From an optimization exercise on the open Yosys and OpenROAD flow, aimed at small area; shortcuts taken in it are not production practice. In this exercise RTL edits were held to simulation tests only and were not proved equivalent to the original. Power is estimated from default activity; no workload was simulated.

wip/maple:
Design spi_denetleyici, start of the top module:
module spi_denetleyici (
   input clk_i,
   input rst_i,
   input  [ 7:0] wb_adr_i,
   input  [31:0] wb_dat_i,
   input         wb_we_i,
   input         wb_stb_i,
   input  [ 3:0] wb_sel_i,
   input         wb_cyc_i,
   output        wb_ack_o,
   output [31:0] wb_dat_o,
   input  [3:0] qspi_data_i,
   output [3:0] qspi_data_o,
   output [3:0] qspi_data_oe,
   output spi_cs_o,
   output spi_sck_o
);
For scale: roughly 1100 cells after synthesis, about 410 flip-flops, about 96 I/O pins, about 0.017 mm² of cells after synthesis.
export LEC_CHECK = 0
export CAP_MARGIN = 5
export CORE_MARGIN = 2
export CORE_UTILIZATION = 40
export CTS_BUF_LIST = sky130_fd_sc_hd__clkbuf_8
export CTS_CLUSTER_DIAMETER = 60
export CTS_CLUSTER_SIZE = 16
export SLEW_MARGIN = 5
export SYNTH_HIERARCHICAL = 1
create_clock -name core_clock -period 8.0 [get_ports {clk_i}]
run.sh (not shown) runs the stock make flow with config.mk's settings and CLKGATE_MAP_FILE= SYNTH_SCRIPT=/design/flow/synth_recipe.tcl, a recipe that flattens the netlist after the stock synthesis.
wip/maple finished all stages; the layout is clean.
### wip/maple -> wip/nickel
==> flow/flow/run.sh (new file) <==
#!/bin/bash
set -e
export BUFFER_PORTS_ARGS="-buffer_cell sky130_fd_sc_hd__buf_1"
export CTS_ARGS="-sink_clustering_enable -repair_clock_nets -dont_use_dummy_load -buf_list sky130_fd_sc_hd__clkbuf_8 -sink_clustering_size 18 -sink_clustering_max_diameter 55"
bash standard.sh > standard.log 2>&1
==> flow/standard.sh (new file) <==
#!/bin/bash
# synth_recipe.tcl (not shown) runs the flow's synth.tcl, then flattens the netlist and writes it again
# the make line also repeats each setting of config.mk as NAME=value (left out here)
make -C /OpenROAD-flow-scripts/flow DESIGN_CONFIG=/design/flow/config.mk WORK_HOME=/design/flow/orfs CLKGATE_MAP_FILE= SYNTH_SCRIPT=/design/flow/synth_recipe.tcl "${@:-finish}"
removed: flow/run.sh
Looking at final cell area excluding filler cells across wip/nickel and wip/maple, the one that comes out lower is wip/nickel. NOTE: worst stage delay on the critical path in wip/nickel exceeds that of wip/maple. wip/nickel and wip/maple ended up with nearly the same combined global-route utilization of all metal layers. wip/nickel vs wip/maple: final non-filler cell total down.


spi_denetleyici again, from the RTL that the note above started with.
==> flow/config.mk <==
export PLATFORM = sky130hd
export DESIGN_NAME = spi_denetleyici
export DESIGN_NICKNAME = spi_denetleyici
export VERILOG_FILES = /design/flow/design.v
export SDC_FILE = /design/flow/constraint.sdc
export NUM_CORES = 4
export LEC_CHECK = 0
export CAP_MARGIN = 20
export CORE_MARGIN = 2
export CORE_UTILIZATION = 40
export CTS_BUF_LIST = sky130_fd_sc_hd__clkbuf_16
export CTS_CLUSTER_DIAMETER = 80
export CTS_CLUSTER_SIZE = 24
export SLEW_MARGIN = 20
export SYNTH_HIERARCHICAL = 1
==> flow/constraint.sdc <==
create_clock -name core_clock -period 8.0 [get_ports {clk_i}]
set_input_delay 1.6000 -clock core_clock [delete_from_list [all_inputs] [get_ports {clk_i}]]
set_output_delay 1.6000 -clock core_clock [all_outputs]
set_load 0.01 [all_outputs]
Stock flow here: none of the scripts above is used.
The starting point finished clean.
Change:
==> flow/flow/run.sh (new file) <==
#!/bin/bash
set -e
export BUFFER_PORTS_ARGS="-buffer_cell sky130_fd_sc_hd__buf_1"
export CTS_ARGS="-sink_clustering_enable -repair_clock_nets -dont_use_dummy_load -buf_list sky130_fd_sc_hd__clkbuf_8 -sink_clustering_size 16 -sink_clustering_max_diameter 60"
bash standard.sh > standard.log 2>&1
==> flow/standard.sh (new file) <==
#!/bin/bash
# synth_recipe.tcl (not shown) runs the flow's synth.tcl, then flattens the netlist and writes it again
# the make line also repeats each setting of config.mk as NAME=value (left out here)
make -C /OpenROAD-flow-scripts/flow DESIGN_CONFIG=/design/flow/config.mk WORK_HOME=/design/flow/orfs CLKGATE_MAP_FILE= SYNTH_SCRIPT=/design/flow/synth_recipe.tcl "${@:-finish}"
- CAP_MARGIN: 20 -> 5
- CTS_BUF_LIST: sky130_fd_sc_hd__clkbuf_16 -> unset
- CTS_CLUSTER_DIAMETER: 80 -> unset
- CTS_CLUSTER_SIZE: 24 -> unset
- PLACE_DENSITY: unset -> 0.85
- SLEW_MARGIN: 20 -> 5
removed: flow/run.sh
Effect:
- The changed run went through all stages and came out clean
- sequential power stays flat
- utilization fell by 2.3 points
- setup slack is better by 0.95 ns
- maximum frequency went up by about a fifth
- wire length drops by a few percent
- global-route usage fell by 1.2 points
- via count rose by a few percent
- power decreases by a little under a tenth
- non-clock buffer count came out lower by 8
Change:
- CTS_BUF_LIST: unset -> sky130_fd_sc_hd__clkbuf_8
- CTS_CLUSTER_DIAMETER: unset -> 60
- CTS_CLUSTER_SIZE: unset -> 16
- PLACE_DENSITY: 0.85 -> unset
=> The changed run passed the timing, DRC and antenna checks; die area stays the same; cell area came out higher slightly; sequential share of layout area came out lower by 0.58 points; core utilization came out higher by 0.39 points; setup slack got worse by 0.42 ns; power came out higher by a few percent; wire length came out higher by a few percent.
Change:
==> flow/flow/run.sh (replaced) <==
#!/bin/bash
set -e
export BUFFER_PORTS_ARGS="-buffer_cell sky130_fd_sc_hd__buf_1"
bash standard.sh > standard.log 2>&1
Effect:
- final cell count climbs by 0.80%
- cell area climbs by 0.98%
- critical path depth is unchanged
- global-route usage barely changes


job 3271:
Starting RTL as in the previous note.
Settings: LEC_CHECK=0, CAP_MARGIN=5, CORE_MARGIN=2, CORE_UTILIZATION=40, PLACE_DENSITY=0.8, SLEW_MARGIN=5, SYNTH_HIERARCHICAL=1; clock period 8.0 ns.
standard.sh (not shown) runs the stock make flow with config.mk's settings and CLKGATE_MAP_FILE= SYNTH_SCRIPT=/design/flow/synth_recipe.tcl, a recipe that flattens the netlist after the stock synthesis.
==> flow/flow/run.sh <==
#!/bin/bash
set -e
export BUFFER_PORTS_ARGS="-buffer_cell sky130_fd_sc_hd__buf_1"
export CTS_ARGS="-sink_clustering_enable -repair_clock_nets -dont_use_dummy_load -buf_list sky130_fd_sc_hd__clkbuf_8 -sink_clustering_size 16 -sink_clustering_max_diameter 60"
bash standard.sh > standard.log 2>&1
Input-level comparison between job 8951 and job 3271:
==> flow/flow/run.sh <==
#!/bin/bash
set -e
export BUFFER_PORTS_ARGS="-buffer_cell sky130_fd_sc_hd__buf_1"
bash standard.sh > standard.log 2>&1
--- a/flow/config.mk
+++ b/flow/config.mk
@@ -7,7 +7,9 @@
 export LEC_CHECK = 0
-export CAP_MARGIN = 5
+export CAP_MARGIN = 20
 export CORE_MARGIN = 2
 export CORE_UTILIZATION = 40
-export PLACE_DENSITY = 0.8
-export SLEW_MARGIN = 5
+export CTS_BUF_LIST = sky130_fd_sc_hd__clkbuf_8
+export CTS_CLUSTER_DIAMETER = 60
+export CTS_CLUSTER_SIZE = 16
+export SLEW_MARGIN = 20
 export SYNTH_HIERARCHICAL = 1
## What came out
For the final area, job 8951 came in 1.9% higher than job 3271 did.
Job 3271 -> job 8951: area enclosed by the die boundary delta 0, exact match
Via total after detailed routing was higher in the run labelled job 3271.
As far as area after synthesis goes, job 3271 and job 8951 are indistinguishable; the numbers are identical.
Residual antenna-violating net count after detailed routing came out exactly the same in job 8951 and job 3271.
Worst hold slack (higher): job 3271
Modified inputs, job 628 compared to job 8951
==> flow/flow/run.sh <==
#!/bin/bash
set -e
export BUFFER_PORTS_ARGS="-buffer_cell sky130_fd_sc_hd__buf_1"
export CTS_ARGS="-sink_clustering_enable -repair_clock_nets -dont_use_dummy_load -buf_list sky130_fd_sc_hd__clkbuf_8 -sink_clustering_size 16 -sink_clustering_max_diameter 60"
bash standard.sh > standard.log 2>&1
==> flow/config.mk <==
export PLATFORM = sky130hd
export DESIGN_NAME = spi_denetleyici
export DESIGN_NICKNAME = spi_denetleyici
export VERILOG_FILES = /design/flow/design.v
export SDC_FILE = /design/flow/constraint.sdc
export NUM_CORES = 4
export LEC_CHECK = 0
export CAP_MARGIN = 5
export CORE_MARGIN = 2
export CORE_UTILIZATION = 55
export PLACE_DENSITY = 0.8
export SLEW_MARGIN = 5
export SYNTH_HIERARCHICAL = 1
Findings:
Note that the detail-routed via count per cell recorded for job 8951 amounts to 0.882 times the value seen in job 628. Job 628 has completed all stages; timing, DRC and antenna checks passed. Changes observed in job 628 relative to job 8951: number of buffers added for setup after CTS ~0 delta; clock skew after layout now larger; number of core rows lower.
> inputs changed (job 628 -> job 7876)
==> flow/flow/run.sh <==
#!/bin/bash
set -e
export BUFFER_PORTS_ARGS="-buffer_cell sky130_fd_sc_hd__buf_1"
export CTS_ARGS="-sink_clustering_enable -repair_clock_nets -dont_use_dummy_load -buf_list sky130_fd_sc_hd__clkbuf_16 -sink_clustering_size 24 -sink_clustering_max_diameter 80"
bash standard.sh > standard.log 2>&1
--- a/flow/config.mk
+++ b/flow/config.mk
@@ -9,4 +9,6 @@
 export CORE_MARGIN = 2
-export CORE_UTILIZATION = 55
-export PLACE_DENSITY = 0.8
+export CORE_UTILIZATION = 40
+export CTS_BUF_LIST = sky130_fd_sc_hd__clkbuf_8
+export CTS_CLUSTER_DIAMETER = 60
+export CTS_CLUSTER_SIZE = 16
 export SLEW_MARGIN = 5
Findings:
Taking job 628 as the reference, in job 7876 number of clock buffers in the layout decreased 8, filler cell count in the final layout increased 1463, number of gates resized after CTS essentially unchanged, post-CTS setup buffer count essentially unchanged. Each of the runs, namely job 628 and job 7876, reached the end of the flow and came out clean. Power after layout: job 7876 higher than job 628. Job 628 → job 7876: via count of the routed design saw a decrease, hold slack dropped 0.013 ns, time the final worst path needs with I/O delays and setup went down 0.20 ns.


run A:
spi_denetleyici again, from the RTL that the note above started with.
Settings: LEC_CHECK=0, CAP_MARGIN=20, CORE_MARGIN=2, CORE_UTILIZATION=40, CTS_BUF_LIST=sky130_fd_sc_hd__clkbuf_8, CTS_CLUSTER_DIAMETER=60, CTS_CLUSTER_SIZE=16, SLEW_MARGIN=20, SYNTH_HIERARCHICAL=1; clock period 8.0 ns.
run.sh (not shown) runs the stock make flow with config.mk's settings and CLKGATE_MAP_FILE= SYNTH_SCRIPT=/design/flow/synth_recipe.tcl, a recipe that flattens the netlist after the stock synthesis.
Stock flow here: none of the scripts above is used.
Run A went all the way through synthesis, placement and routing and the layout is clean on timing, DRC and antenna.
Edits applied to the flow inputs when going from run A to run B:
==> flow/flow/run.sh (new file) <==
#!/bin/bash
set -e
export BUFFER_PORTS_ARGS="-buffer_cell sky130_fd_sc_hd__buf_1"
export CTS_ARGS="-sink_clustering_enable -repair_clock_nets -dont_use_dummy_load -buf_list sky130_fd_sc_hd__clkbuf_8 -sink_clustering_size 16 -sink_clustering_max_diameter 60"
bash standard.sh > standard.log 2>&1
==> flow/standard.sh (new file) <==
#!/bin/bash
# synth_recipe.tcl (not shown) runs the flow's synth.tcl, then flattens the netlist and writes it again
# the make line also repeats each setting of config.mk as NAME=value (left out here)
make -C /OpenROAD-flow-scripts/flow DESIGN_CONFIG=/design/flow/config.mk WORK_HOME=/design/flow/orfs CLKGATE_MAP_FILE= SYNTH_SCRIPT=/design/flow/synth_recipe.tcl "${@:-finish}"
--- a/flow/config.mk
+++ b/flow/config.mk
@@ -6,10 +6,8 @@
 export NUM_CORES = 4
 export LEC_CHECK = 0
-export CAP_MARGIN = 20
+export CAP_MARGIN = 5
 export CORE_MARGIN = 2
 export CORE_UTILIZATION = 40
-export CTS_BUF_LIST = sky130_fd_sc_hd__clkbuf_8
-export CTS_CLUSTER_DIAMETER = 60
-export CTS_CLUSTER_SIZE = 16
-export SLEW_MARGIN = 20
+export PLACE_DENSITY = 0.9
+export SLEW_MARGIN = 5
 export SYNTH_HIERARCHICAL = 1
removed: flow/run.sh
Results
- Comparing run A against run B, there is no change at all in multi-input combinational cell count.
- Run B vs. run A: critical path depth in cells went down by 1.
- Run B: estimated wirelength of the detail-placed design 4.9% below run A
- Area of the multi-input gates: run B vs run A down 0.77%
What run C does differently from run B at the input level:
==> flow/flow/run.sh <==
#!/bin/bash
set -e
export BUFFER_PORTS_ARGS="-buffer_cell sky130_fd_sc_hd__buf_1"
export CTS_ARGS="-sink_clustering_enable -repair_clock_nets -dont_use_dummy_load -buf_list sky130_fd_sc_hd__clkbuf_8 -sink_clustering_size 18 -sink_clustering_max_diameter 55"
bash standard.sh > standard.log 2>&1
--- a/flow/config.mk
+++ b/flow/config.mk
@@ -9,5 +9,5 @@
 export CORE_MARGIN = 2
 export CORE_UTILIZATION = 40
-export PLACE_DENSITY = 0.9
+export PLACE_DENSITY = 0.8
 export SLEW_MARGIN = 5
 export SYNTH_HIERARCHICAL = 1
Findings:
As far as number of standard cells after synthesis goes, run B and run C are indistinguishable; the numbers are identical. [compare] base=run B new=run C: clock buffer count shrank by 1; combinational power neither gained nor lost much.

[port drivers added, routing unchanged]
The results above use ideal ports. As a check the final layouts listed here were re-extracted and re-timed, cells and wires unchanged. Step 1: set_driving_cell puts a clkbuf_16 on clk_i and a buf_2 on each other input, an assumption about the parent block. Step 2 adds t to the input delays and takes it off the output delays; t is the mean of the earliest and latest rising clock arrival at the registers after step 1. Input paths then give back, and output paths get back, about the clock's delay inside the block. Slacks: ideal ports / drivers / drivers and shift; pairs: ideal ports / drivers.
| run | shift t [ns] | slack for setup (ns) | latest minus earliest clock arrival (ns) | worst register clock-pin slew, ns |
|---|---|---|---|---|
| wip/maple | 0.633 | 1.587 / 1.559 / 1.559 | 0.037 / 0.037 | 0.10 / 0.10 |
| wip/nickel | 0.689 | 2.091 / 2.068 / 2.068 | 0.090 / 0.090 | 0.12 / 0.12 |
| the first run of note 2 | 0.605 | 1.575 / 1.546 / 1.546 | 0.022 / 0.022 | 0.10 / 0.10 |
| the second run of note 2 | 0.650 | 2.527 / 2.455 / 2.455 | 0.040 / 0.040 | 0.10 / 0.10 |
| the third run of note 2 | 0.607 | 2.107 / 2.083 / 2.083 | 0.074 / 0.074 | 0.10 / 0.10 |
| the fourth run of note 2 | 0.627 | 2.154 / 2.130 / 2.130 | 0.030 / 0.029 | 0.11 / 0.11 |
| job 3271 | 0.645 | 2.003 / 1.981 / 1.981 | 0.060 / 0.060 | 0.11 / 0.11 |
| job 8951 | 0.627 | 2.154 / 2.130 / 2.130 | 0.030 / 0.029 | 0.11 / 0.11 |
| job 628 | 0.643 | 1.973 / 1.952 / 1.952 | 0.046 / 0.046 | 0.10 / 0.10 |
| job 7876 | 0.592 | 2.171 / 2.147 / 2.147 | 0.063 / 0.063 | 0.09 / 0.09 |
| run A | 0.631 | 1.583 / 1.554 / 1.554 | 0.039 / 0.039 | 0.10 / 0.10 |
| run B | 0.635 | 1.741 / 1.721 / 1.721 | 0.051 / 0.051 | 0.11 / 0.11 |
| run C | 0.649 | 2.048 / 2.026 / 2.026 | 0.124 / 0.124 | 0.11 / 0.11 |
After both steps every run listed still meets setup and hold. The setup slack of the second run of note 2, which loses most, moves by -0.072 ns with the drivers and by -0.072 ns with both steps.
